Background: an optimization exercise with open tools, aiming at small area, a short achievable clock period and few clock cycles per item. Do not read the settings as production practice.
Only simulation tests tie the RTL to the original design; equivalence was not proved.

==> v9 <==
## prince_enc
module prince_enc (
    input  wire         clk,
    input  wire         rst,         
    input  wire         in_valid,
    output wire         in_ready,
    input  wire [63:0]  plaintext,
    input  wire [127:0] key,         
    output wire         out_valid,
    output wire [63:0]  ciphertext
);
==> flow/config.mk <==
export PLATFORM = sky130hd
export DESIGN_NAME = prince_enc
export DESIGN_NICKNAME = prince_enc
export VERILOG_FILES = /design/flow/design.v
export SDC_FILE = /design/flow/constraint.sdc
export NUM_CORES = 4
export LEC_CHECK = 0
export CAP_MARGIN = 20
export CORE_MARGIN = 2
export CORE_UTILIZATION = 60
export CTS_BUF_LIST = sky130_fd_sc_hd__clkbuf_8
export PLACE_DENSITY = 0.72
export SLEW_MARGIN = 20
==> flow/constraint.sdc <==
create_clock -name core_clock -period 22.0 [get_ports {clk}]
set_input_delay 4.4000 -clock core_clock [delete_from_list [all_inputs] [get_ports {clk}]]
set_output_delay 4.4000 -clock core_clock [all_outputs]
set_load 0.01 [all_outputs]
standard.sh (not shown) runs the stock make flow with config.mk's settings and CLKGATE_MAP_FILE= SYNTH_SCRIPT=/design/flow/synth_recipe.tcl, a recipe that flattens the netlist after the stock synthesis.
==> flow/flow/run.sh <==
#!/bin/bash
# Standard ORFS layout with two changes: repair_timing aims for 16.8 ns of setup
# slack (so the flow sizes the critical paths instead of stopping at the 22 ns
# constraint), and ports are buffered with buf_1 (repair upsizes where needed).
set -euo pipefail
bash standard.sh SETUP_SLACK_MARGIN=16.8 "BUFFER_PORTS_ARGS=-buffer_cell sky130_fd_sc_hd__buf_1" finish > standard_finish.log 2>&1
==> inputs of v19, as changes to v9 <==
CTS_BUF_LIST = unset   (was sky130_fd_sc_hd__clkbuf_8)
==> summary of the runs <==
- In register-to-register slack, v19 and v9 hardly differ.
- Against v9, the worst setup slack of v19 is higher by 0.16 ns.
- In wire length, v19 and v9 hardly differ.
- In sequential cell count, v9 and v19 do not differ.
- In v19 the global-route usage is lower than in v9, by 0.066 points.
Testbench counts of v9, summed over its fixed seeds: cycles 2,088, items 2,048.
Testbench counts of v19, summed over its fixed seeds: cycles 2,088, items 2,048.

========
==> lagoon <==
prince_enc again, from the RTL that the note above started with.
// prince_enc
module prince_enc (
    input  wire         clk,
    input  wire         rst,         
    input  wire         in_valid,
    output wire         in_ready,
    input  wire [63:0]  plaintext,
    input  wire [127:0] key,         
    output wire         out_valid,
    output wire [63:0]  ciphertext
);
clock: 22.0 ns
lec_check: 0
cap_margin: 20
core_margin: 2
core_utilization: 60
place_density: 0.72
slew_margin: 20
==> flow/flow/run.sh <==
#!/bin/bash
# Standard ORFS layout; repair_timing aims for 16.4 ns of setup slack so the
# flow sizes the critical paths instead of stopping at the 22 ns constraint.
set -euo pipefail
bash standard.sh SETUP_SLACK_MARGIN=16.4 finish > standard_finish.log 2>&1
==> inputs of quartz, as changes to lagoon <==
==> flow/flow/run.sh (replaced) <==
#!/bin/bash
# Own layout flow: the standard flow, with three changes.
#  1. After the standard synthesis, the combinational logic is re-mapped for
#     area by ABC (flow/resynth.ys.in); registers keep their names and cells.
#  2. repair_timing aims for MARGIN ns of setup slack, so the flow sizes the
#     critical paths instead of stopping at the 22 ns constraint.
#  3. Ports are buffered with buf_1 (repair upsizes where needed).
set -euo pipefail
MARGIN=16.6
VARS=(SETUP_SLACK_MARGIN=$MARGIN "BUFFER_PORTS_ARGS=-buffer_cell sky130_fd_sc_hd__buf_1")
bash standard.sh "${VARS[@]}" synth > standard_synth.log 2>&1
R=orfs/results/${FLOW_PLATFORM:-sky130hd}/prince_enc/base
LIB=$FLOW_HOME/platforms/sky130hd/lib/sky130_fd_sc_hd__tt_025C_1v80.lib
YOSYS=$(command -v yosys || echo "$FLOW_HOME/../tools/install/yosys/bin/yosys")
cp $R/1_2_yosys.v standard_1_2_yosys.v
printf 'set_driving_cell sky130_fd_sc_hd__buf_1\nset_load 5\n' > resynth.constr
sed -e "s#@LIB@#$LIB#g" -e "s#@IN@#standard_1_2_yosys.v#" -e "s#@TOP@#${FLOW_TOP:-prince_enc}#" \
    -e "s#@CONSTR@#resynth.constr#" -e "s#@D@#5000#" -e "s#@OUT@#resynth.v#" flow/resynth.ys.in > resynth.ys
"$YOSYS" -l resynth.log -q resynth.ys > /dev/null 2>&1
cp resynth.v $R/1_2_yosys.v
rm -f $R/1_synth.odb $R/1_synth.sdc
bash standard.sh "${VARS[@]}" finish > standard_finish.log 2>&1
==> flow/flow/resynth.ys.in (new file) <==
# Re-map the combinational logic of the standard synthesis netlist for area
# with ABC; flip-flops and tie cells are kept as they are (same instances,
# same names and cell types).
read_liberty -overwrite -ignore_miss_func @LIB@
read_verilog @IN@
hierarchy -top @TOP@
setattr -mod -set keep_hierarchy 1 sky130_fd_sc_hd__df* sky130_fd_sc_hd__conb_1
flatten
opt_clean -purge
abc -liberty @LIB@ -dont_use sky130_fd_sc_hd__probe_p_8 -dont_use sky130_fd_sc_hd__probec_p_8 -dont_use *lpflow* -constr @CONSTR@ -D @D@ -script "+strash; &get -n; &st; &syn2; &dch -f; &nf -R 1000; &put; topo; stime -c"
opt_clean -purge
blackbox sky130_fd_sc_hd__df* sky130_fd_sc_hd__conb_1
stat -liberty @LIB@
write_verilog -noattr -nohex -nodec @OUT@
- CTS_CLUSTER_DIAMETER: unset -> 60
- CTS_CLUSTER_SIZE: unset -> 30
==> inputs of garnet, as changes to lagoon <==
==> flow/flow/run.sh (replaced) <==
#!/bin/bash
# Own layout flow: the standard flow, with three changes.
#  1. After the standard synthesis, the combinational logic is re-mapped for
#     area by ABC (flow/resynth.ys.in); registers keep their names and cells.
#  2. repair_timing aims for MARGIN ns of setup slack, so the flow sizes the
#     critical paths instead of stopping at the 22 ns constraint.
#  3. Ports are buffered with buf_1 (repair upsizes where needed).
set -euo pipefail
MARGIN=16.8
VARS=(SETUP_SLACK_MARGIN=$MARGIN "BUFFER_PORTS_ARGS=-buffer_cell sky130_fd_sc_hd__buf_1")
bash standard.sh "${VARS[@]}" synth > standard_synth.log 2>&1
R=orfs/results/${FLOW_PLATFORM:-sky130hd}/prince_enc/base
LIB=$FLOW_HOME/platforms/sky130hd/lib/sky130_fd_sc_hd__tt_025C_1v80.lib
YOSYS=$(command -v yosys || echo "$FLOW_HOME/../tools/install/yosys/bin/yosys")
cp $R/1_2_yosys.v standard_1_2_yosys.v
printf 'set_driving_cell sky130_fd_sc_hd__buf_1\nset_load 5\n' > resynth.constr
sed -e "s#@LIB@#$LIB#g" -e "s#@IN@#standard_1_2_yosys.v#" -e "s#@TOP@#${FLOW_TOP:-prince_enc}#" \
    -e "s#@CONSTR@#resynth.constr#" -e "s#@D@#5000#" -e "s#@OUT@#resynth.v#" flow/resynth.ys.in > resynth.ys
"$YOSYS" -l resynth.log -q resynth.ys > /dev/null 2>&1
cp resynth.v $R/1_2_yosys.v
rm -f $R/1_synth.odb $R/1_synth.sdc
bash standard.sh "${VARS[@]}" finish > standard_finish.log 2>&1
==> flow/flow/resynth.ys.in (new file) <==
# Re-map the combinational logic of the standard synthesis netlist for area
# with ABC; flip-flops and tie cells are kept as they are (same instances,
# same names and cell types).
read_liberty -overwrite -ignore_miss_func @LIB@
read_verilog @IN@
hierarchy -top @TOP@
setattr -mod -set keep_hierarchy 1 sky130_fd_sc_hd__df* sky130_fd_sc_hd__conb_1
flatten
opt_clean -purge
abc -liberty @LIB@ -dont_use sky130_fd_sc_hd__probe_p_8 -dont_use sky130_fd_sc_hd__probec_p_8 -dont_use *lpflow* -constr @CONSTR@ -D @D@ -script "+strash; &get -n; &st; &syn2; &dch -f; &nf -R 1000; &put; topo; stime -c"
opt_clean -purge
blackbox sky130_fd_sc_hd__df* sky130_fd_sc_hd__conb_1
stat -liberty @LIB@
write_verilog -noattr -nohex -nodec @OUT@
- CTS_CLUSTER_DIAMETER: unset -> 60
- CTS_CLUSTER_SIZE: unset -> 30
==> qor summary <==
	lagoon	garnet	quartz
Result of the run	no timing/DRC/antenna violations	no timing/DRC/antenna violations	no timing/DRC/antenna violations
Final WS setup	16.43 ns	16.48 ns	16.48 ns
Die Span X	299 µm	284 µm	284 µm
Synthesized area per cell	9.73 µm²	8.86 µm²	8.86 µm²
Post_cts resized	216	77	77
End of the worst hold path	k0_2[10]	k0_2[45]	k0_2[45]
Worst slew margin	24.2%	34.8%	32.3%
Met3 wire length	11400 µm	10300 µm	10600 µm
Fill cell total of the finished layout	6932	6446	6485
Placed insts	6744	6620	6620
Number of global-route vias before repair	36400	35500	35500
Clock buffer count in the final layout	114	70	70
End of the critical path	ciphertext[22]	ciphertext[46]	ciphertext[16]
Layout Area Growth over Synthesis	12.4%	11.6%	11.2%
Cell row count	108	102	102
Initial Util	60.4%	60.8%	60.8%
Final net count	5869	5847	5843
Testbench counts of lagoon, summed over its fixed seeds: cycles 2,088, items 2,048.
Testbench counts of quartz, summed over its fixed seeds: cycles 2,088, items 2,048.
Testbench counts of garnet, summed over its fixed seeds: cycles 2,088, items 2,048.

separate check: timing with driven ports:
The results above use ideal ports. As a check the final layouts listed here were re-extracted and re-timed, cells and wires unchanged.
Step 1 (the two cells are an assumption about what drives the block):
set clk [get_ports {clk}]
set_driving_cell -lib_cell sky130_fd_sc_hd__clkbuf_16 $clk
set_driving_cell -lib_cell sky130_fd_sc_hd__buf_2 [delete_from_list [all_inputs] $clk]
Step 2 adds t to the input delays and takes it off the output delays; t is the mean of the earliest and latest rising clock arrival at the registers after step 1. Input paths then give back, and output paths get back, about the clock's delay inside the block.
Three values: ideal ports, drivers, drivers and shift; two values: the first two.
| run | t (ns) | setup WS [ns] | hold slack, ns | pins driven straight from the clock port |
|---|---|---|---|---|
| v9 | 0.891 | 16.294 / 16.228 / 16.674 | 0.306 / 0.306 / 0.306 | 1 |
| v19 | 0.750 | 16.451 / 16.381 / 16.727 | 0.257 / 0.257 / 0.257 | 1 |
| lagoon | 0.709 | 16.429 / 16.359 / 16.248 | 0.306 / 0.306 / 0.306 | 1 |
| quartz | 0.728 | 16.483 / 16.408 / 16.900 | 0.327 / 0.327 / 0.327 | 1 |
| garnet | 0.731 | 16.483 / 16.409 / 16.917 | 0.327 / 0.327 / 0.327 | 1 |
After both steps every run listed still meets setup and hold. The setup slack of lagoon, which loses most, moves by -0.070 ns with the drivers and by -0.181 ns with both steps.
